Context: an optimization exercise on an open-source flow, tuned for small area. The choices shown serve that exercise and are no tape-out recipe.
Only simulation tests tie the RTL to the original design; equivalence was not proved.

## flow/constraint.sdc

```tcl
create_clock -name core_clock -period 120.0 [get_ports {clk}]
set_input_delay 24.0000 -clock core_clock [delete_from_list [all_inputs] [get_ports {clk}]]
set_output_delay 24.0000 -clock core_clock [all_outputs]
set_load 0.01 [all_outputs]
```

## flow/config.mk

```make
export PLATFORM = sky130hd
export DESIGN_NAME = neural_compressor_top
export DESIGN_NICKNAME = neural_compressor_top
export VERILOG_FILES = /design/flow/design.v
export SDC_FILE = /design/flow/constraint.sdc
export NUM_CORES = 8
export LEC_CHECK = 0
export CAP_MARGIN = 0
export CORE_MARGIN = 2
export CORE_UTILIZATION = 80
export SLEW_MARGIN = 0
export SYNTH_HIERARCHICAL = 1
export SYNTH_MINIMUM_KEEP_SIZE = 0
```

## flow/flow/run.sh

```bash
#!/bin/bash
# Layout flow: the standard ORFS flow (standard.sh: standard synthesis,
# floorplan, placement, CTS, routing), with two changes:
#  - the I/O port buffers are the smallest buffer cell;
#  - the clock tree uses leaf clusters of up to 18 flip-flops on clkbuf_8
#    (clkbuf_4 above them) and no dummy loads.
# ORFS keeps each step's full log under orfs/logs/; make's own output, and the
# final DEF export's, goes to make_flow.log here.
set -euo pipefail
export BUFFER_PORTS_ARGS="-buffer_cell sky130_fd_sc_hd__buf_1"
export CTS_ARGS="-sink_clustering_enable -repair_clock_nets -buf_list sky130_fd_sc_hd__clkbuf_8 -root_buf sky130_fd_sc_hd__clkbuf_4 -tree_buf sky130_fd_sc_hd__clkbuf_4 -sink_clustering_size 18 -sink_clustering_max_diameter 70 -dont_use_dummy_load"
bash standard.sh > make_flow.log 2>&1
```

## flow/design.v

```verilog
package neural_compressor_pkg;
    parameter int DATA_WIDTH = 32;         
    typedef struct packed {
        logic [15:0] sample_count;
        logic [15:0] spike_count;
        logic [7:0]  compression_ratio;
        logic        overflow;
    } compress_stats_t;
endpackage
module full_adder
(
    input  logic a,
    input  logic b,
    input  logic ci,
    output logic s,
    output logic co
);
    assign s  = a ^ b ^ ci;
    assign co = (a & b) | (ci & (a ^ b));
endmodule
module majority
(
    input  logic a,
    input  logic b,
    input  logic c,
    output logic y
);
    assign y = (a & b) | (c & (a | b));
endmodule
module half_adder
(
    input  logic a,
    input  logic b,
    output logic s,
    output logic co
);
    assign s  = a ^ b;
    assign co = a & b;
endmodule
module counter_inc
(
    input  logic [15:0] q,
    input  logic        en,
    output logic [15:0] d
);
    logic [16:0] c;
    assign c[0] = en;
    for (genvar i = 0; i < 16; i++) begin : g_ha
        half_adder u_ha (.a(q[i]), .b(c[i]), .s(d[i]), .co(c[i+1]));
    end
endmodule
module packet_bit
(
    input  logic take,
    input  logic sel_y,
    input  logic sel_d,
    input  logic y,
    input  logic d,
    input  logic q,
    output logic n
);
    assign n = take ? ((sel_y & y) | (sel_d & d)) : q;
endmodule
import neural_compressor_pkg::*;
module neural_compressor_top
(
    input  logic        clk,
    input  logic        rst_n,
    input  logic [DATA_WIDTH-1:0]   s_axis_tdata,
    input  logic                    s_axis_tvalid,
    output logic                    s_axis_tready,
    input  logic                    s_axis_tlast,
    output logic [DATA_WIDTH-1:0]   m_axis_tdata,
    output logic [1:0]              m_axis_tuser,   
    output logic                    m_axis_tvalid,
    input  logic                    m_axis_tready,
    output logic                    m_axis_tlast,
    input  logic [DATA_WIDTH-1:0]   cfg_threshold,
    input  logic                    cfg_enable,
    output neural_compressor_pkg::compress_stats_t         stats,
    output logic [15:0]             spike_count
);
    wire [31:0] data_in = s_axis_tdata;
    wire        valid_in = s_axis_tvalid & cfg_enable;
    logic       valid_out;   
    logic       taken;       
    logic [3:0] cnt;
    logic       fresh;     
    logic [29:0] xr;       
    logic [12:0] hf;       
    logic [31:0] yr;       
    logic [31:0] s1, s2, s3, s4;  
    logic [31:0] dr;       
    logic        dz;       
    wire idle  = (cnt == 4'd0);
    wire outc  = (cnt == 4'd11);
    wire last  = outc & ~valid_out;
    wire shy   = (~idle & ~outc) | last;
    wire shs   = ((cnt >= 4'd4) & ~outc) | last;
    wire clrh  = idle | outc;
    wire c4    = (cnt == 4'd4);
    wire [4:0] kle = {cnt <= 4'd4, cnt <= 4'd3, cnt <= 4'd2, cnt <= 4'd1, idle};
    assign s_axis_tready = idle;
    always_ff @(posedge clk or negedge rst_n) begin
        if (!rst_n) begin
            cnt       <= 4'd0;
            valid_out <= 1'b0;
            fresh     <= 1'b1;
        end else begin
            valid_out <= outc;
            if (last) fresh <= 1'b0;
            if (idle) begin
                if (valid_in) cnt <= 4'd1;
            end else if (outc) begin
                if (m_axis_tready) cnt <= 4'd0;
            end else begin
                cnt <= cnt + 4'd1;
            end
        end
    end
    wire [3:0] xs  = idle ? data_in[3:0] : xr[5:2];
    wire [1:0] hdx = idle ? 2'd0 : xr[1:0];
    wire [5:0] wx = {xs, hdx};
    wire [7:0] yg  = fresh ? 8'd0 : yr[7:0];
    wire [3:0] fs  = clrh ? yg[3:0] : yg[7:4];
    wire [3:0] hdf = idle ? 4'd0 : yg[3:0];
    wire [20:0] wf = {fs, hdf, (hf[12] & ~kle[1]), (hf[11] & ~kle[1]), (hf[10] & ~kle[1]), (hf[9] & ~kle[1]), (hf[8] & ~kle[2]), (hf[7] & ~kle[2]), (hf[6] & ~kle[2]), (hf[5] & ~kle[2]), (hf[4] & ~kle[3]), (hf[3] & ~kle[3]), (hf[2] & ~kle[3]), (hf[1] & ~kle[3]), (hf[0] & ~kle[4])};
    logic cy1, cy2, cy3, cy4, cy5, cy7, cy8, cy9, cy10, cy12, cy14, cy15, cy17, cy18, cy19, cy20, cy22, cy23, cy25, cy26, cy27, cy29, cy30, cy31, cy33, cy34, cy35, cy36, cy38, cy39;
    wire [3:0] a1g = fresh ? 4'd0 : s1[3:0];
    wire [3:0] a2g = fresh ? 4'd0 : s2[3:0];
    wire [3:0] a3g = fresh ? 4'd0 : s3[3:0];
    wire [3:0] a4g = fresh ? 4'd0 : s4[3:0];
    wire [3:0] dg  = dz ? 4'd0 : dr[3:0];
    wire ci1 = cy1 & ~idle;
    wire [4:0] k1;
    wire [3:0] sm1;
    assign k1[0] = ci1;
    full_adder fa1_0 (.a(wx[2]), .b(wx[0]), .ci(k1[0]), .s(sm1[0]), .co(k1[1]));
    full_adder fa1_1 (.a(wx[3]), .b(wx[1]), .ci(k1[1]), .s(sm1[1]), .co(k1[2]));
    full_adder fa1_2 (.a(wx[4]), .b(wx[2]), .ci(k1[2]), .s(sm1[2]), .co(k1[3]));
    full_adder fa1_3 (.a(wx[5]), .b(wx[3]), .ci(k1[3]), .s(sm1[3]), .co(k1[4]));
    logic [12:0] hu;
    wire [16:0] wu = {sm1, (hu[12] & ~kle[0]), (hu[11] & ~kle[0]), (hu[10] & ~kle[0]), (hu[9] & ~kle[0]), (hu[8] & ~kle[1]), (hu[7] & ~kle[1]), (hu[6] & ~kle[1]), (hu[5] & ~kle[1]), (hu[4] & ~kle[2]), (hu[3] & ~kle[2]), (hu[2] & ~kle[2]), (hu[1] & ~kle[2]), (hu[0] & ~kle[3])};
    wire ci2 = cy2 & ~idle;
    wire [4:0] k2;
    wire [3:0] sm2;
    assign k2[0] = ci2;
    full_adder fa2_0 (.a(wf[15]), .b(wf[13]), .ci(k2[0]), .s(sm2[0]), .co(k2[1]));
    full_adder fa2_1 (.a(wf[16]), .b(wf[14]), .ci(k2[1]), .s(sm2[1]), .co(k2[2]));
    full_adder fa2_2 (.a(wf[17]), .b(wf[15]), .ci(k2[2]), .s(sm2[2]), .co(k2[3]));
    full_adder fa2_3 (.a(wf[18]), .b(wf[16]), .ci(k2[3]), .s(sm2[3]), .co(k2[4]));
    logic [12:0] hv;
    wire [16:0] wv = {sm2, (hv[12] & ~kle[0]), (hv[11] & ~kle[0]), (hv[10] & ~kle[0]), (hv[9] & ~kle[0]), (hv[8] & ~kle[1]), (hv[7] & ~kle[1]), (hv[6] & ~kle[1]), (hv[5] & ~kle[1]), (hv[4] & ~kle[2]), (hv[3] & ~kle[2]), (hv[2] & ~kle[2]), (hv[1] & ~kle[2]), (hv[0] & ~kle[3])};
    wire ci3 = cy3 & ~idle;
    wire [4:0] k3;
    wire [3:0] sm3;
    assign k3[0] = ci3;
    full_adder fa3_0 (.a(wu[13]), .b(wu[5]), .ci(k3[0]), .s(sm3[0]), .co(k3[1]));
    full_adder fa3_1 (.a(wu[14]), .b(wu[6]), .ci(k3[1]), .s(sm3[1]), .co(k3[2]));
    full_adder fa3_2 (.a(wu[15]), .b(wu[7]), .ci(k3[2]), .s(sm3[2]), .co(k3[3]));
    full_adder fa3_3 (.a(wu[16]), .b(wu[8]), .ci(k3[3]), .s(sm3[3]), .co(k3[4]));
    wire ci4 = cy4 & ~idle;
    wire [4:0] k4;
    wire [3:0] sm4;
    assign k4[0] = ci4;
    full_adder fa4_0 (.a(sm3[0]), .b(wu[9]), .ci(k4[0]), .s(sm4[0]), .co(k4[1]));
    full_adder fa4_1 (.a(sm3[1]), .b(wu[10]), .ci(k4[1]), .s(sm4[1]), .co(k4[2]));
    full_adder fa4_2 (.a(sm3[2]), .b(wu[11]), .ci(k4[2]), .s(sm4[2]), .co(k4[3]));
    full_adder fa4_3 (.a(sm3[3]), .b(wu[12]), .ci(k4[3]), .s(sm4[3]), .co(k4[4]));
    wire ci5 = cy5 & ~idle;
    wire [4:0] k5;
    wire [3:0] sm5;
    assign k5[0] = ci5;
    full_adder fa5_0 (.a(sm4[0]), .b(wu[7]), .ci(k5[0]), .s(sm5[0]), .co(k5[1]));
    full_adder fa5_1 (.a(sm4[1]), .b(wu[8]), .ci(k5[1]), .s(sm5[1]), .co(k5[2]));
    full_adder fa5_2 (.a(sm4[2]), .b(wu[9]), .ci(k5[2]), .s(sm5[2]), .co(k5[3]));
    full_adder fa5_3 (.a(sm4[3]), .b(wu[10]), .ci(k5[3]), .s(sm5[3]), .co(k5[4]));
    wire [3:0] n6 = ~sm5;
    wire ci7 = cy7 | idle;
    wire [4:0] k7;
    wire [3:0] sm7;
    assign k7[0] = ci7;
    full_adder fa7_0 (.a(n6[0]), .b(wu[3]), .ci(k7[0]), .s(sm7[0]), .co(k7[1]));
    full_adder fa7_1 (.a(n6[1]), .b(wu[4]), .ci(k7[1]), .s(sm7[1]), .co(k7[2]));
    full_adder fa7_2 (.a(n6[2]), .b(wu[5]), .ci(k7[2]), .s(sm7[2]), .co(k7[3]));
    full_adder fa7_3 (.a(n6[3]), .b(wu[6]), .ci(k7[3]), .s(sm7[3]), .co(k7[4]));
    wire ci8 = cy8 & ~idle;
    wire [4:0] k8;
    wire [3:0] sm8;
    assign k8[0] = ci8;
    full_adder fa8_0 (.a(wx[2]), .b(sm3[0]), .ci(k8[0]), .s(sm8[0]), .co(k8[1]));
    full_adder fa8_1 (.a(wx[3]), .b(sm3[1]), .ci(k8[1]), .s(sm8[1]), .co(k8[2]));
    full_adder fa8_2 (.a(wx[4]), .b(sm3[2]), .ci(k8[2]), .s(sm8[2]), .co(k8[3]));
    full_adder fa8_3 (.a(wx[5]), .b(sm3[3]), .ci(k8[3]), .s(sm8[3]), .co(k8[4]));
    wire ci9 = cy9 & ~idle;
    wire [4:0] k9;
    wire [3:0] sm9;
    assign k9[0] = ci9;
    full_adder fa9_0 (.a(sm8[0]), .b(wu[8]), .ci(k9[0]), .s(sm9[0]), .co(k9[1]));
    full_adder fa9_1 (.a(sm8[1]), .b(wu[9]), .ci(k9[1]), .s(sm9[1]), .co(k9[2]));
    full_adder fa9_2 (.a(sm8[2]), .b(wu[10]), .ci(k9[2]), .s(sm9[2]), .co(k9[3]));
    full_adder fa9_3 (.a(sm8[3]), .b(wu[11]), .ci(k9[3]), .s(sm9[3]), .co(k9[4]));
    wire ci10 = cy10 & ~idle;
    wire [4:0] k10;
    wire [3:0] sm10;
    assign k10[0] = ci10;
    full_adder fa10_0 (.a(sm9[0]), .b(wu[0]), .ci(k10[0]), .s(sm10[0]), .co(k10[1]));
    full_adder fa10_1 (.a(sm9[1]), .b(wu[1]), .ci(k10[1]), .s(sm10[1]), .co(k10[2]));
    full_adder fa10_2 (.a(sm9[2]), .b(wu[2]), .ci(k10[2]), .s(sm10[2]), .co(k10[3]));
    full_adder fa10_3 (.a(sm9[3]), .b(wu[3]), .ci(k10[3]), .s(sm10[3]), .co(k10[4]));
    wire [3:0] n11 = ~wv[13:10];
    wire ci12 = cy12 | idle;
    wire [4:0] k12;
    wire [3:0] sm12;
    assign k12[0] = ci12;
    full_adder fa12_0 (.a(n11[0]), .b(wv[3]), .ci(k12[0]), .s(sm12[0]), .co(k12[1]));
    full_adder fa12_1 (.a(n11[1]), .b(wv[4]), .ci(k12[1]), .s(sm12[1]), .co(k12[2]));
    full_adder fa12_2 (.a(n11[2]), .b(wv[5]), .ci(k12[2]), .s(sm12[2]), .co(k12[3]));
    full_adder fa12_3 (.a(n11[3]), .b(wv[6]), .ci(k12[3]), .s(sm12[3]), .co(k12[4]));
    wire [3:0] n13 = ~wv[11:8];
    wire ci14 = cy14 | idle;
    wire [4:0] k14;
    wire [3:0] sm14;
    assign k14[0] = ci14;
    full_adder fa14_0 (.a(n13[0]), .b(wf[17]), .ci(k14[0]), .s(sm14[0]), .co(k14[1]));
    full_adder fa14_1 (.a(n13[1]), .b(wf[18]), .ci(k14[1]), .s(sm14[1]), .co(k14[2]));
    full_adder fa14_2 (.a(n13[2]), .b(wf[19]), .ci(k14[2]), .s(sm14[2]), .co(k14[3]));
    full_adder fa14_3 (.a(n13[3]), .b(wf[20]), .ci(k14[3]), .s(sm14[3]), .co(k14[4]));
    wire ci15 = cy15 & ~idle;
    wire [4:0] k15;
    wire [3:0] sm15;
    assign k15[0] = ci15;
    full_adder fa15_0 (.a(wf[3]), .b(wv[0]), .ci(k15[0]), .s(sm15[0]), .co(k15[1]));
    full_adder fa15_1 (.a(wf[4]), .b(wv[1]), .ci(k15[1]), .s(sm15[1]), .co(k15[2]));
    full_adder fa15_2 (.a(wf[5]), .b(wv[2]), .ci(k15[2]), .s(sm15[2]), .co(k15[3]));
    full_adder fa15_3 (.a(wf[6]), .b(wv[3]), .ci(k15[3]), .s(sm15[3]), .co(k15[4]));
    wire [3:0] n16 = ~sm12;
    wire ci17 = cy17 & ~idle;
    wire [4:0] k17;
    wire [3:0] sm17;
    assign k17[0] = ci17;
    full_adder fa17_0 (.a(n16[0]), .b(wf[15]), .ci(k17[0]), .s(sm17[0]), .co(k17[1]));
    full_adder fa17_1 (.a(n16[1]), .b(wf[16]), .ci(k17[1]), .s(sm17[1]), .co(k17[2]));
    full_adder fa17_2 (.a(n16[2]), .b(wf[17]), .ci(k17[2]), .s(sm17[2]), .co(k17[3]));
    full_adder fa17_3 (.a(n16[3]), .b(wf[18]), .ci(k17[3]), .s(sm17[3]), .co(k17[4]));
    wire ci18 = cy18 & ~idle;
    wire [4:0] k18;
    wire [3:0] sm18;
    assign k18[0] = ci18;
    full_adder fa18_0 (.a(sm17[0]), .b(sm15[0]), .ci(k18[0]), .s(sm18[0]), .co(k18[1]));
    full_adder fa18_1 (.a(sm17[1]), .b(sm15[1]), .ci(k18[1]), .s(sm18[1]), .co(k18[2]));
    full_adder fa18_2 (.a(sm17[2]), .b(sm15[2]), .ci(k18[2]), .s(sm18[2]), .co(k18[3]));
    full_adder fa18_3 (.a(sm17[3]), .b(sm15[3]), .ci(k18[3]), .s(sm18[3]), .co(k18[4]));
    wire ci19 = cy19 & ~idle;
    wire [4:0] k19;
    wire [3:0] sm19;
    assign k19[0] = ci19;
    full_adder fa19_0 (.a(wf[16]), .b(wv[11]), .ci(k19[0]), .s(sm19[0]), .co(k19[1]));
    full_adder fa19_1 (.a(wf[17]), .b(wv[12]), .ci(k19[1]), .s(sm19[1]), .co(k19[2]));
    full_adder fa19_2 (.a(wf[18]), .b(wv[13]), .ci(k19[2]), .s(sm19[2]), .co(k19[3]));
    full_adder fa19_3 (.a(wf[19]), .b(wv[14]), .ci(k19[3]), .s(sm19[3]), .co(k19[4]));
    wire ci20 = cy20 & ~idle;
    wire [4:0] k20;
    wire [3:0] sm20;
    assign k20[0] = ci20;
    full_adder fa20_0 (.a(sm19[0]), .b(sm15[0]), .ci(k20[0]), .s(sm20[0]), .co(k20[1]));
    full_adder fa20_1 (.a(sm19[1]), .b(sm15[1]), .ci(k20[1]), .s(sm20[1]), .co(k20[2]));
    full_adder fa20_2 (.a(sm19[2]), .b(sm15[2]), .ci(k20[2]), .s(sm20[2]), .co(k20[3]));
    full_adder fa20_3 (.a(sm19[3]), .b(sm15[3]), .ci(k20[3]), .s(sm20[3]), .co(k20[4]));
    wire [3:0] n21 = ~sm20;
    wire ci22 = cy22 & ~idle;
    wire [4:0] k22;
    wire [3:0] sm22;
    assign k22[0] = ci22;
    full_adder fa22_0 (.a(n21[0]), .b(wf[6]), .ci(k22[0]), .s(sm22[0]), .co(k22[1]));
    full_adder fa22_1 (.a(n21[1]), .b(wf[7]), .ci(k22[1]), .s(sm22[1]), .co(k22[2]));
    full_adder fa22_2 (.a(n21[2]), .b(wf[8]), .ci(k22[2]), .s(sm22[2]), .co(k22[3]));
    full_adder fa22_3 (.a(n21[3]), .b(wf[9]), .ci(k22[3]), .s(sm22[3]), .co(k22[4]));
    wire ci23 = cy23 & ~idle;
    wire [4:0] k23;
    wire [3:0] sm23;
    assign k23[0] = ci23;
    full_adder fa23_0 (.a(sm14[0]), .b(sm12[0]), .ci(k23[0]), .s(sm23[0]), .co(k23[1]));
    full_adder fa23_1 (.a(sm14[1]), .b(sm12[1]), .ci(k23[1]), .s(sm23[1]), .co(k23[2]));
    full_adder fa23_2 (.a(sm14[2]), .b(sm12[2]), .ci(k23[2]), .s(sm23[2]), .co(k23[3]));
    full_adder fa23_3 (.a(sm14[3]), .b(sm12[3]), .ci(k23[3]), .s(sm23[3]), .co(k23[4]));
    wire [3:0] n24 = ~sm23;
    wire ci25 = cy25 & ~idle;
    wire [4:0] k25;
    wire [3:0] sm25;
    assign k25[0] = ci25;
    full_adder fa25_0 (.a(n24[0]), .b(wf[0]), .ci(k25[0]), .s(sm25[0]), .co(k25[1]));
    full_adder fa25_1 (.a(n24[1]), .b(wf[1]), .ci(k25[1]), .s(sm25[1]), .co(k25[2]));
    full_adder fa25_2 (.a(n24[2]), .b(wf[2]), .ci(k25[2]), .s(sm25[2]), .co(k25[3]));
    full_adder fa25_3 (.a(n24[3]), .b(wf[3]), .ci(k25[3]), .s(sm25[3]), .co(k25[4]));
    wire ci26 = cy26 & ~idle;
    wire [4:0] k26;
    wire [3:0] sm26;
    assign k26[0] = ci26;
    full_adder fa26_0 (.a(sm25[0]), .b(wv[13]), .ci(k26[0]), .s(sm26[0]), .co(k26[1]));
    full_adder fa26_1 (.a(sm25[1]), .b(wv[14]), .ci(k26[1]), .s(sm26[1]), .co(k26[2]));
    full_adder fa26_2 (.a(sm25[2]), .b(wv[15]), .ci(k26[2]), .s(sm26[2]), .co(k26[3]));
    full_adder fa26_3 (.a(sm25[3]), .b(wv[16]), .ci(k26[3]), .s(sm26[3]), .co(k26[4]));
    wire ci27 = cy27 & ~idle;
    wire [4:0] k27;
    wire [3:0] sm27;
    assign k27[0] = ci27;
    full_adder fa27_0 (.a(sm14[0]), .b(wf[3]), .ci(k27[0]), .s(sm27[0]), .co(k27[1]));
    full_adder fa27_1 (.a(sm14[1]), .b(wf[4]), .ci(k27[1]), .s(sm27[1]), .co(k27[2]));
    full_adder fa27_2 (.a(sm14[2]), .b(wf[5]), .ci(k27[2]), .s(sm27[2]), .co(k27[3]));
    full_adder fa27_3 (.a(sm14[3]), .b(wf[6]), .ci(k27[3]), .s(sm27[3]), .co(k27[4]));
    wire [3:0] n28 = ~sm27;
    wire ci29 = cy29 & ~idle;
    wire [4:0] k29;
    wire [3:0] sm29;
    assign k29[0] = ci29;
    full_adder fa29_0 (.a(n28[0]), .b(wf[13]), .ci(k29[0]), .s(sm29[0]), .co(k29[1]));
    full_adder fa29_1 (.a(n28[1]), .b(wf[14]), .ci(k29[1]), .s(sm29[1]), .co(k29[2]));
    full_adder fa29_2 (.a(n28[2]), .b(wf[15]), .ci(k29[2]), .s(sm29[2]), .co(k29[3]));
    full_adder fa29_3 (.a(n28[3]), .b(wf[16]), .ci(k29[3]), .s(sm29[3]), .co(k29[4]));
    wire ci30 = cy30 & ~c4;
    wire [4:0] k30;
    wire [3:0] sm30;
    assign k30[0] = ci30;
    full_adder fa30_0 (.a(a1g[0]), .b(sm7[0]), .ci(k30[0]), .s(sm30[0]), .co(k30[1]));
    full_adder fa30_1 (.a(a1g[1]), .b(sm7[1]), .ci(k30[1]), .s(sm30[1]), .co(k30[2]));
    full_adder fa30_2 (.a(a1g[2]), .b(sm7[2]), .ci(k30[2]), .s(sm30[2]), .co(k30[3]));
    full_adder fa30_3 (.a(a1g[3]), .b(sm7[3]), .ci(k30[3]), .s(sm30[3]), .co(k30[4]));
    wire ci31 = cy31 | c4;
    wire [4:0] k31;
    wire [3:0] sm31;
    assign k31[0] = ci31;
    full_adder fa31_0 (.a(a2g[0]), .b(sm18[0]), .ci(k31[0]), .s(sm31[0]), .co(k31[1]));
    full_adder fa31_1 (.a(a2g[1]), .b(sm18[1]), .ci(k31[1]), .s(sm31[1]), .co(k31[2]));
    full_adder fa31_2 (.a(a2g[2]), .b(sm18[2]), .ci(k31[2]), .s(sm31[2]), .co(k31[3]));
    full_adder fa31_3 (.a(a2g[3]), .b(sm18[3]), .ci(k31[3]), .s(sm31[3]), .co(k31[4]));
    wire [3:0] n32 = ~sm10;
    wire [3:0] g2m = sm22 & {4{cnt >= 4'd4}};
    wire ci33 = cy33 | idle;
    wire [4:0] k33;
    wire [3:0] sm33;
    assign k33[0] = ci33;
    full_adder fa33_0 (.a(n32[0]), .b(g2m[0]), .ci(k33[0]), .s(sm33[0]), .co(k33[1]));
    full_adder fa33_1 (.a(n32[1]), .b(g2m[1]), .ci(k33[1]), .s(sm33[1]), .co(k33[2]));
    full_adder fa33_2 (.a(n32[2]), .b(g2m[2]), .ci(k33[2]), .s(sm33[2]), .co(k33[3]));
    full_adder fa33_3 (.a(n32[3]), .b(g2m[3]), .ci(k33[3]), .s(sm33[3]), .co(k33[4]));
    wire ci34 = cy34 | c4;
    wire [4:0] k34;
    wire [3:0] sm34;
    assign k34[0] = ci34;
    full_adder fa34_0 (.a(a3g[0]), .b(sm33[0]), .ci(k34[0]), .s(sm34[0]), .co(k34[1]));
    full_adder fa34_1 (.a(a3g[1]), .b(sm33[1]), .ci(k34[1]), .s(sm34[1]), .co(k34[2]));
    full_adder fa34_2 (.a(a3g[2]), .b(sm33[2]), .ci(k34[2]), .s(sm34[2]), .co(k34[3]));
    full_adder fa34_3 (.a(a3g[3]), .b(sm33[3]), .ci(k34[3]), .s(sm34[3]), .co(k34[4]));
    wire ci35 = cy35 | c4;
    wire [4:0] k35;
    wire [3:0] sm35;
    assign k35[0] = ci35;
    full_adder fa35_0 (.a(a4g[0]), .b(sm26[0]), .ci(k35[0]), .s(sm35[0]), .co(k35[1]));
    full_adder fa35_1 (.a(a4g[1]), .b(sm26[1]), .ci(k35[1]), .s(sm35[1]), .co(k35[2]));
    full_adder fa35_2 (.a(a4g[2]), .b(sm26[2]), .ci(k35[2]), .s(sm35[2]), .co(k35[3]));
    full_adder fa35_3 (.a(a4g[3]), .b(sm26[3]), .ci(k35[3]), .s(sm35[3]), .co(k35[4]));
    wire ci36 = cy36 | c4;
    wire [4:0] k36;
    wire [3:0] sm36;
    assign k36[0] = ci36;
    full_adder fa36_0 (.a(sm7[0]), .b(sm29[0]), .ci(k36[0]), .s(sm36[0]), .co(k36[1]));
    full_adder fa36_1 (.a(sm7[1]), .b(sm29[1]), .ci(k36[1]), .s(sm36[1]), .co(k36[2]));
    full_adder fa36_2 (.a(sm7[2]), .b(sm29[2]), .ci(k36[2]), .s(sm36[2]), .co(k36[3]));
    full_adder fa36_3 (.a(sm7[3]), .b(sm29[3]), .ci(k36[3]), .s(sm36[3]), .co(k36[4]));
    wire [3:0] n37 = ~hf[4:1];
    wire ci38 = cy38 | c4;
    wire [4:0] k38;
    wire [3:0] sm38;
    assign k38[0] = ci38;
    full_adder fa38_0 (.a(dg[0]), .b(sm30[0]), .ci(k38[0]), .s(sm38[0]), .co(k38[1]));
    full_adder fa38_1 (.a(dg[1]), .b(sm30[1]), .ci(k38[1]), .s(sm38[1]), .co(k38[2]));
    full_adder fa38_2 (.a(dg[2]), .b(sm30[2]), .ci(k38[2]), .s(sm38[2]), .co(k38[3]));
    full_adder fa38_3 (.a(dg[3]), .b(sm30[3]), .ci(k38[3]), .s(sm38[3]), .co(k38[4]));
    wire ci39 = cy39 & ~c4;
    wire [4:0] k39;
    wire [3:0] sm39;
    assign k39[0] = ci39;
    full_adder fa39_0 (.a(sm38[0]), .b(n37[0]), .ci(k39[0]), .s(sm39[0]), .co(k39[1]));
    full_adder fa39_1 (.a(sm38[1]), .b(n37[1]), .ci(k39[1]), .s(sm39[1]), .co(k39[2]));
    full_adder fa39_2 (.a(sm38[2]), .b(n37[2]), .ci(k39[2]), .s(sm39[2]), .co(k39[3]));
    full_adder fa39_3 (.a(sm38[3]), .b(n37[3]), .ci(k39[3]), .s(sm39[3]), .co(k39[4]));
    always_ff @(posedge clk) begin
        xr <= idle ? data_in[31:2] : {{4{xr[29]}}, xr[29:4]};
        hf <= {yg[3:0], hf[12:4]};
        hu <= {sm1, hu[12:4]};
        hv <= {sm2, hv[12:4]};
        cy1 <= k1[4];
        cy2 <= k2[4];
        cy3 <= k3[4];
        cy4 <= k4[4];
        cy5 <= k5[4];
        cy7 <= k7[4];
        cy8 <= k8[4];
        cy9 <= k9[4];
        cy10 <= k10[4];
        cy12 <= k12[4];
        cy14 <= k14[4];
        cy15 <= k15[4];
        cy17 <= k17[4];
        cy18 <= k18[4];
        cy19 <= k19[4];
        cy20 <= k20[4];
        cy22 <= k22[4];
        cy23 <= k23[4];
        cy25 <= k25[4];
        cy26 <= k26[4];
        cy27 <= k27[4];
        cy29 <= k29[4];
        cy30 <= k30[4];
        cy31 <= k31[4];
        cy33 <= k33[4];
        cy34 <= k34[4];
        cy35 <= k35[4];
        cy36 <= k36[4];
        cy38 <= k38[4];
        cy39 <= k39[4];
        if (taken) dz <= 1'b1;
        else if (last) dz <= 1'b0;
        if (shy) yr <= {(cnt <= 4'd3) ? {4{yr[31]}} : sm30, yr[31:4]};
        if (shs) begin
            s1 <= {sm31, s1[31:4]};
            s2 <= {sm34, s2[31:4]};
            s3 <= {sm35, s3[31:4]};
            s4 <= {sm36, s4[31:4]};
            dr <= {sm39, dr[31:4]};
        end
    end
    logic [4:0] dcnt;
    logic       window_full;
    logic       spike_flag;
    logic       spike_detected;
    logic       detected_valid;
    wire dtake = valid_out & m_axis_tready;
    wire        neg = yr[31];
    logic [32:0] gcy;
    assign gcy[0] = 1'b0;
    for (genvar i = 0; i < 32; i++) begin : g_cmp
        majority u_maj (.a(yr[i]), .b(gcy[i]), .c(~(cfg_threshold[i] ^ neg)), .y(gcy[i+1]));
    end
    wire [32:0] cmp = {gcy[32] ^ neg, 32'd0};
    wire refractory = window_full & (dcnt[3:0] != 4'd0);
    wire detect = window_full & (dcnt[3:0] == 4'd0) & cmp[32];
    wire dinc = dtake & ~window_full;
    wire ddec = dtake & refractory;
    wire hit  = dtake & detect;
    wire [15:0] spike_count_inc;
    counter_inc u_inc_spikes (.q(spike_count), .en(hit), .d(spike_count_inc));
    always_ff @(posedge clk) begin
        spike_flag <= hit;
        if (dtake) spike_detected <= spike_flag;
    end
    always_ff @(posedge clk or negedge rst_n) begin
        if (!rst_n) begin
            dcnt <= '0;
            window_full <= '0;
            spike_count <= '0;
            detected_valid <= '0;
        end else begin
            detected_valid <= dtake | (detected_valid & valid_out & ~m_axis_tready);
            window_full <= window_full | (dinc & (dcnt == 5'd31));
            dcnt <= hit ? 5'd8 : dcnt + {{4{ddec}}, ddec | dinc};
            spike_count <= spike_count_inc;
        end
    end
    logic first_sample;
    logic [15:0] sample_cnt, spike_cnt;
    logic ratio_set;
    assign taken = detected_valid & m_axis_tready;
    wire [15:0] sample_cnt_inc, spike_cnt_inc;
    counter_inc u_inc_samples (.q(sample_cnt), .en(m_axis_tvalid), .d(sample_cnt_inc));
    counter_inc u_inc_spkpkts (.q(spike_cnt), .en(m_axis_tvalid & m_axis_tuser[1] & ~m_axis_tuser[0]), .d(spike_cnt_inc));
    wire raw = spike_detected | first_sample;
    wire sel_d = ~raw & ~dz;    
    logic [31:0] pk_next;
    for (genvar i = 0; i < 32; i++) begin : g_pk
        packet_bit u_pk (.take(taken), .sel_y(raw), .sel_d(sel_d), .y(yr[i]), .d(dr[i]),
                         .q(m_axis_tdata[i]), .n(pk_next[i]));
    end
    always_ff @(posedge clk or negedge rst_n) begin
        if (!rst_n) begin
            m_axis_tdata <= '0;
            m_axis_tuser <= '0;
            m_axis_tvalid <= '0;
            first_sample <= '1;
            sample_cnt <= '0;
            spike_cnt <= '0;
            ratio_set <= '0;
        end else begin
            m_axis_tvalid <= taken;
            m_axis_tdata <= pk_next;
            ratio_set <= 1'b1;
            sample_cnt <= sample_cnt_inc;
            spike_cnt <= spike_cnt_inc;
            if (taken) begin
                m_axis_tuser <= {raw, ~spike_detected & first_sample};
                first_sample <= 1'b0;
            end
        end
    end
    assign stats.sample_count = sample_cnt;
    assign stats.spike_count = spike_cnt;
    assign stats.compression_ratio = {1'b0, ratio_set, ratio_set, 2'b00, ratio_set, 2'b00};
    assign stats.overflow = 1'b0;
    logic tlast_pending;
    always_ff @(posedge clk or negedge rst_n) begin
        if (!rst_n) begin
            tlast_pending <= '0;
            m_axis_tlast <= '0;
        end else begin
            if (s_axis_tvalid && s_axis_tready && s_axis_tlast)
                tlast_pending <= '1;
            if (m_axis_tvalid && m_axis_tready && tlast_pending) begin
                m_axis_tlast <= '1;
                tlast_pending <= '0;
            end else begin
                m_axis_tlast <= '0;
            end
        end
    end
endmodule
```

## flow/standard.sh

```bash
#!/bin/bash
# synth_recipe.tcl (not shown) runs the flow's synth.tcl, then flattens the netlist and writes it again
# the make line also repeats each setting of config.mk as NAME=value (left out here)
make -C /OpenROAD-flow-scripts/flow DESIGN_CONFIG=/design/flow/config.mk WORK_HOME=/design/flow/orfs CLKGATE_MAP_FILE= SYNTH_SCRIPT=/design/flow/synth_recipe.tcl "${@:-finish}"
```

==> flow_metrics.py, run 1 <==
metrics = {
    "timing": {
        "hold_viol_final": 0,
        "max_slew_margin_pct": 25.9,
        "maxSlewViolCount": 0,
        "skew_ns": 0.0288,
        "timing.hold.ws_ns": 0.315,
        "period_needed_ns": 37.23,
        "tightest_slew_ns": 1.11,
        "post-route-period-util_pct": 31.0,
        "rsz0062_at_grt": "false",
        "fin_setup_tns_ns": 0,
        "fmax_ghz": 0.0269,
        "setup_viol": 0,
    },
    "cts": {
        "worstSkewPairLatency_ns": 0.73,
        "cts_hold_repair.buffers": 0,
        "cts_root_buf": "clkbuf_4",
        "ctsLongestPathBuffers": 3,
        "cts.sinks": 394,
        "cts_buffers": 25,
        "post_cts.repair.setup_buffers": 0,
        "path_clk_slew_ns": 0.11,
        "cts_tree": "done",
        "cts_resized": 0,
        "cts.htree.levels": 1,
    },
    "die": {
        "pin_count": 164,
        "die-height_um": 147,
        "start_util_pct": 81.4,
        "die_area_sq_um": 21700,
        "die_w_um": 147,
        "core_sq_um": 20200,
        "rows": 52,
    },
    "global_routing": {
        "grt-ovfl-total": 0,
        "grt_max_degree": 69,
        "antenna_found_initial": 1,
        "grt_pass1_vias": 9782,
        "grt_pass1_wl_um": 54200,
        "track_usage_pct": 33.4,
    },
    "detailed_routing": {
        "antenna_left": 0,
        "wl_um": 34700,
        "first_iter_violations": 749,
        "drt-wirelength-per-cell_um": 22.9,
        "firstDrtPassIters": 7,
        "via_count": 9208,
        "vias_per_cell": 6.08,
        "drcViolationCount": 0,
    },
    "setup_path": {
        "start_kind": "input pin",
        "critPathKind": "in -> reg",
        "crit_top_cell": "maj3_2",
        "crit_path_top_delay_cell": "maj3_2",
        "cp.arrival_ns": 37.85,
        "r2r_start": "yr[31]$_DFFE_PP_",
        "required_ns": 120.62,
        "endpoint_kind": "flop",
        "reg2reg_slack_ns": 105.38,
        "r2r-end": "spike_count[15]$_DFF_PN0_",
        "ff2ff_path_depth": 51,
        "crit_fanout": 6,
        "slowest_delay_ns": 0.33,
    },
    "worst_hold_path": {
        "holdPathStages": 0,
        "worstHoldEndpoint": "hv[3]$_DFF_P_",
        "hp-class": "reg -> reg",
        "hp-start": "hv[7]$_DFF_P_",
    },
    "final_layout": {
        "layout.nets": 1492,
        "final_cell_mix": "194 x edfxtp_1, 156 x buf_1, 121 x fa_1, 109 x nand2_1, 100 x dfxtp_1",
        "mostFrequentLayoutCell": "edfxtp_1",
        "drive_above_1_share_pct": 7.48,
        "syn_to_final_growth_pct": 7.38,
        "postLayoutCellArea_sq_um": 17600,
    },
    "placement": {
        "io_buffers": 157,
        "place_hpwl_um": 24500,
        "finalWeightedCongestion": 0.907,
        "placed_area_sq_um": 17300,
    },
    "status": {
        "status": "finished clean",
    },
    "synthesis": {
        "ys_warn_count": 7,
        "synthDistinctLibCells": 45,
        "synth-seq-cells": 394,
        "yosysTopAreaCell": "edfxtp_1",
        "synth_top_area_share_pct": 35.5,
        "avgSynthCellArea_sq_um": 15.3,
        "synth.top_cells.by_area": "edfxtp_1 36%, dfrtp_1 15%, fa_1 15%",
        "yosysSeqAreaShare_pct": 63.0,
        "netlist_area_sq_um": 16400,
        "syn_inst": 1074,
    },
    "job": {
        "cap_violations": 0,
    },
}
metrics by stage:
step	cells	util (%)	setup WS, ns
floorplan	1080	-	82.93
global placement	1488	85.7	82.44
detailed placement	1488	85.7	82.10
CTS	1513	87.4	82.80
global route	1514	87.4	82.46
finish	1514	87.4	82.77
Yosys stat by module (local to each module, per instance), excerpt:
| module | flip-flops and latches | copies in the design |
|---|---|---|
| neural_compressor_top | 394 | 1 |
| full_adder | 0 | 120 |
| packet_bit | 0 | 32 |
| half_adder | 0 | 48 |
| majority | 0 | 32 |
cell type report:
type                    count  area [sq um]
diodes                      1          2.50
fillers                   871          2550
multi-input cells         618          5810
well taps                 270           338
clock buffers              25           325
inverters                  39           146
repair buffers            167           668
flip-flops and latches    394         10300
critical path: cells and delay by family:
kind	cells	cell delay [ns]
fa+ha+maj	48	13.20
xor+xnor	2	0.46
simple gates	1	0.09
buf+inv	1	0.08
sequential cells by signal, indices dropped and copies added (netlist names), 2 cells and up:
name / flops
dr: 32
m_axis_tdata: 32
s1: 32
s2: 32
s3: 32
s4: 32
yr: 32
xr: 30
sample_cnt: 16
spike_cnt: 16
spike_count: 16
hf: 13
hu: 13
hv: 13
dcnt: 5
cnt: 4
m_axis_tuser: 2
kinds of logic after synthesis:
| family | count (synthesis) | synth area share [%] |
|---|---|---|
| DFF | 394 | 63.0 |
| AOI/OAI and AO/OA | 88 | 3.39 |
| muxes | 8 | 0.511 |
| buffers and inverters | 68 | 1.88 |
| adders and majority gates | 209 | 21.2 |
| and+or+nand+nor | 268 | 8.00 |
| other | 2 | 0.0458 |
| xor gates and xnor gates | 37 | 1.97 |
cell usage after synthesis, drive strengths merged:
cell type and instances:
nor3b 1, nor3 2, dfxtp 100, and3 2, a21oi 38, mux2 3
buf 18, dfstp 2, maj3 32, a41o 1, nor2 49, a31oi 2
mux2i 5, o21ai 8, nand2b 9, o21a 3, nand3b 1, nor4 1
nand3 1, and2 43, ha 56, or4 1, inv 39, clkbuf 11
a21o 2, dfrtp 98, a22oi 33, a21boi 1, xor2 3, conb 2
nor2b 40, or2 7, nor4b 1, fa 121, edfxtp 194, xnor2 34
nand2 110
routing by layer:
layer	track usage, %	part of all wire, %	wire [um]	vias to the layer above
met2	57.5	53	18200	494
met4	11.0	4.0	1390	0
li1	-	-	-	3932
met5	0.682	0	0	-
met1	43.8	36	12300	4666
met3	6.80	7.9	2740	116
how the worst max path moves through the flow:
stage	startpoint	to	slack, ns	depth (start not counted)
2_1_floorplan	cfg_threshold[0]	spike_count[15]$_DFF_PN0_	82.93	51
3_3_place_gp	cfg_threshold[0]	spike_count[15]$_DFF_PN0_	82.44	52
6_report	cfg_threshold[0]	spike_count[15]$_DFF_PN0_	82.77	52
5_1_grt	cfg_threshold[0]	spike_count[15]$_DFF_PN0_	82.46	52
4_1_cts	cfg_threshold[0]	spike_count[15]$_DFF_PN0_	82.80	52
3_5_place_dp	cfg_threshold[0]	spike_count[15]$_DFF_PN0_	82.10	52
==> run 2: changes to the inputs <==
==> flow/run.sh (new file) <==
#!/bin/bash
# synth_recipe.tcl (not shown) runs the flow's synth.tcl, then flattens the netlist and writes it again
# the make line also repeats each setting of config.mk as NAME=value (left out here)
make -C /OpenROAD-flow-scripts/flow DESIGN_CONFIG=/design/flow/config.mk WORK_HOME=/design/flow/orfs CLKGATE_MAP_FILE= SYNTH_SCRIPT=/design/flow/synth_recipe.tcl finish
--- a/flow/config.mk
+++ b/flow/config.mk
@@ -8,6 +8,9 @@
 export CAP_MARGIN = 0
 export CORE_MARGIN = 2
 export CORE_UTILIZATION = 80
+export CTS_BUF_LIST = sky130_fd_sc_hd__clkbuf_16
+export CTS_CLUSTER_DIAMETER = 70
+export CTS_CLUSTER_SIZE = 20
 export SLEW_MARGIN = 0
 export SYNTH_HIERARCHICAL = 1
 export SYNTH_MINIMUM_KEEP_SIZE = 0
removed: flow/flow/run.sh
removed: flow/standard.sh
==> flow_metrics.py, run 2 <==
metrics = {
    "timing": {
        "fmax_ghz": 0.0260,
        "post-route-period-util_pct": 32.0,
        "rsz0062_at_grt": "false",
        "setup_viol": 0,
        "tightest_slew_ns": 1.29,
        "timing.hold.ws_ns": 0.347,
        "fin_setup_tns_ns": 0,
        "maxSlewViolCount": 0,
        "skew_ns": 0.0201,
        "max_slew_margin_pct": 13.6,
        "period_needed_ns": 38.45,
        "hold_viol_final": 0,
    },
    "final_layout": {
        "postLayoutCellArea_sq_um": 18900,
        "mostFrequentLayoutCell": "edfxtp_1",
        "final_cell_mix": "194 x edfxtp_1, 156 x clkdlybuf4s50_1, 121 x fa_1, 109 x nand2_1, 100 x dfxtp_1",
        "fill_cells": 499,
        "layout.nets": 1488,
        "syn_to_final_growth_pct": 15.2,
        "drive_above_1_share_pct": 7.16,
    },
    "cts": {
        "cts_resized": 0,
        "cts.htree.levels": 1,
        "cts_hold_repair.buffers": 0,
        "post_cts.repair.setup_buffers": 0,
        "cts_buffers": 23,
        "path_clk_slew_ns": 0.08,
        "cts.sinks": 394,
        "cts_root_buf": "clkbuf_16",
        "ctsLongestPathBuffers": 3,
        "worstSkewPairLatency_ns": 0.54,
        "cts_tree": "done",
    },
    "synthesis": {
        "synth.most_common_cell": "edfxtp_1",
        "ys_warn_count": 7,
        "netlist_area_sq_um": 16400,
        "synth.top_cells.by_area": "edfxtp_1 36%, dfrtp_1 15%, fa_1 15%",
        "synth_top_area_share_pct": 35.5,
        "yosysSeqAreaShare_pct": 63.0,
        "syn_inst": 1074,
        "async_flop_share_pct": 25.4,
        "synth-seq-cells": 394,
        "yosysTopAreaCell": "edfxtp_1",
        "synth_common_cells": "194 x edfxtp_1, 121 x fa_1, 109 x nand2_1, 100 x dfxtp_1, 98 x dfrtp_1",
        "synthDistinctLibCells": 45,
        "avgSynthCellArea_sq_um": 15.3,
        "synth_edf_count": 194,
        "ys_dominant_reg_cell": "edfxtp_1",
    },
    "placement": {
        "place_hpwl_um": 28200,
        "placed_area_sq_um": 18300,
        "finalWeightedCongestion": 0.924,
        "io_buffers": 157,
    },
    "job": {
        "cap_violations": 0,
    },
    "global_routing": {
        "grt-ovfl-total": 0,
        "antenna_found_initial": 2,
        "track_usage_pct": 45.1,
        "grt_max_degree": 88,
        "grt_pass1_vias": 11100,
        "grt_pass1_wl_um": 69600,
    },
    "detailed_routing": {
        "antenna_left": 0,
        "drt-wirelength-per-cell_um": 30.7,
        "via_count": 10400,
        "first_iter_violations": 1556,
        "drcViolationCount": 0,
        "vias_per_cell": 6.82,
        "wl_um": 47000,
        "firstDrtPassIters": 6,
    },
    "die": {
        "start_util_pct": 81.4,
        "pin_count": 164,
        "die_w_um": 147,
        "core_sq_um": 20200,
        "die-height_um": 147,
        "die_area_sq_um": 21700,
        "rows": 52,
    },
    "setup_path": {
        "endpoint_kind": "flop",
        "start_kind": "input pin",
        "cp.arrival_ns": 38.87,
        "crit_path_top_delay_cell": "clkdlybuf4s50_1",
        "r2r_start": "yr[31]$_DFFE_PP_",
        "required_ns": 120.42,
        "critPathKind": "in -> reg",
        "slowest_delay_ns": 0.47,
        "crit_buf_inv": 1,
        "cp-startpoint": "cfg_threshold[0]",
        "crit_fanout": 6,
        "crit_top_cell": "maj3_2",
        "critPathTopFamily": "adder cells",
    },
    "status": {
        "status": "finished clean",
    },
    "worst_hold_path": {
        "hp-start": "hu[4]$_DFF_P_",
        "hp-class": "reg -> reg",
    },
}
run 2: final cells by class:
class	count	area, sq um	area share (%)
clock inverter	18	72.6	0.384
multi-input combinational	618	5810	30.7
antenna	1	2.50	0.0132
inverter	39	146	0.774
timing repair buffer	165	1630	8.62
sequential	394	10300	54.7
clock buffer	23	576	3.04
tap	270	338	1.79
run 2: worst register-to-register path, delay by kind of cell (launching register included):
kind / cells / cell delay, ns
xor+xnor: 2 / 0.58
flops: 1 / 0.36
fa+ha+maj: 48 / 13.77
buf+inv: 1 / 0.54
simple gates: 1 / 0.10
run 2: logic make-up after synthesis:
logic type,Yosys count,share of synthesized area [%]
AO/OA/AOI/OAI,88,3.39
XOR/XNOR,37,1.97
adder cells (fa/ha/maj),209,21.2
buffers and inverters,68,1.88
flip-flops,394,63.0
multiplexers,8,0.511
other,2,0.0458
AND/OR/NAND/NOR,268,8.00
run 2: per-layer routing:
layer | vias to the layer above | part of all wire [%] | global-route usage (%) | routed length, um
met3 | 330 | 11 | 10.7 | 4990
met2 | 1049 | 50 | 74.6 | 23400
met5 | - | 0.028 | 0 | 13
li1 | 3944 | - | - | -
met1 | 5091 | 30 | 52.5 | 14200
met4 | 2 | 9.1 | 31.7 | 4280
run 2: through the flow:
step	instances	worst slack [ns]	utilization, %
after detailed placement	1486	81.60	90.5
after CTS	1527	81.68	93.7
after global placement	1486	82.09	90.5
after floorplan	1080	82.93	-
after global routing	1527	81.39	93.7
final	1528	81.55	93.7
run 2: worst paths after layout:
kind | end | slack [ns] | cells after the start
worst max-delay path | spike_count[15]$_DFF_PN0_ | 81.55 | 52
worst min-delay path | hu[0]$_DFF_P_ | 0.35 | 0
worst max register to register | spike_count[15]$_DFF_PN0_ | 104.53 | 52
worst min register to register | hu[0]$_DFF_P_ | 0.35 | 0
max in group asynchronous | detected_valid$_DFF_PN0_ | 95.31 | 2
min in group asynchronous | spike_cnt[4]$_DFF_PN0_ | 23.39 | 1
run 2: modules after synthesis (local to each module, per instance), excerpt:
module / cell area, sq um / cells
full_adder: 20.0 / 1
half_adder: 12.5 / 1
majority: 11.3 / 1
neural_compressor_top: 12500 / 778
packet_bit: 16.3 / 3

## separate check: timing with driven ports
No port has a modelled driver above. Below, the same layouts with a new extraction and two added sets of constraints. Step 1 assumes that a clkbuf_16 drives the clock port and a buf_2 every other input. Step 2 times the ports against the registers' clock, not the clock port: input delays grow and output delays shrink by t, the midpoint of the rising clock arrivals with the driver on. Slacks: ideal / step 1 / step 2; pairs: ideal / step 1.
run | shift t [ns] | setup slack, ns | hold slack, ns | worst register clock-pin slew, ns | worst slew at a driven data input, ns
run 1 | 0.762 | 82.768 / 82.791 / 82.029 | 0.315 / 0.315 / 0.315 | 0.12 / 0.12 | 0.07
run 2 | 0.590 | 81.552 / 81.580 / 80.990 | 0.347 / 0.347 / 0.347 | 0.09 / 0.09 | 0.07
After both steps setup and hold are still met in every run listed. The setup slack of run 1, which loses most, moves by +0.023 ns with the drivers and by -0.739 ns with both steps.
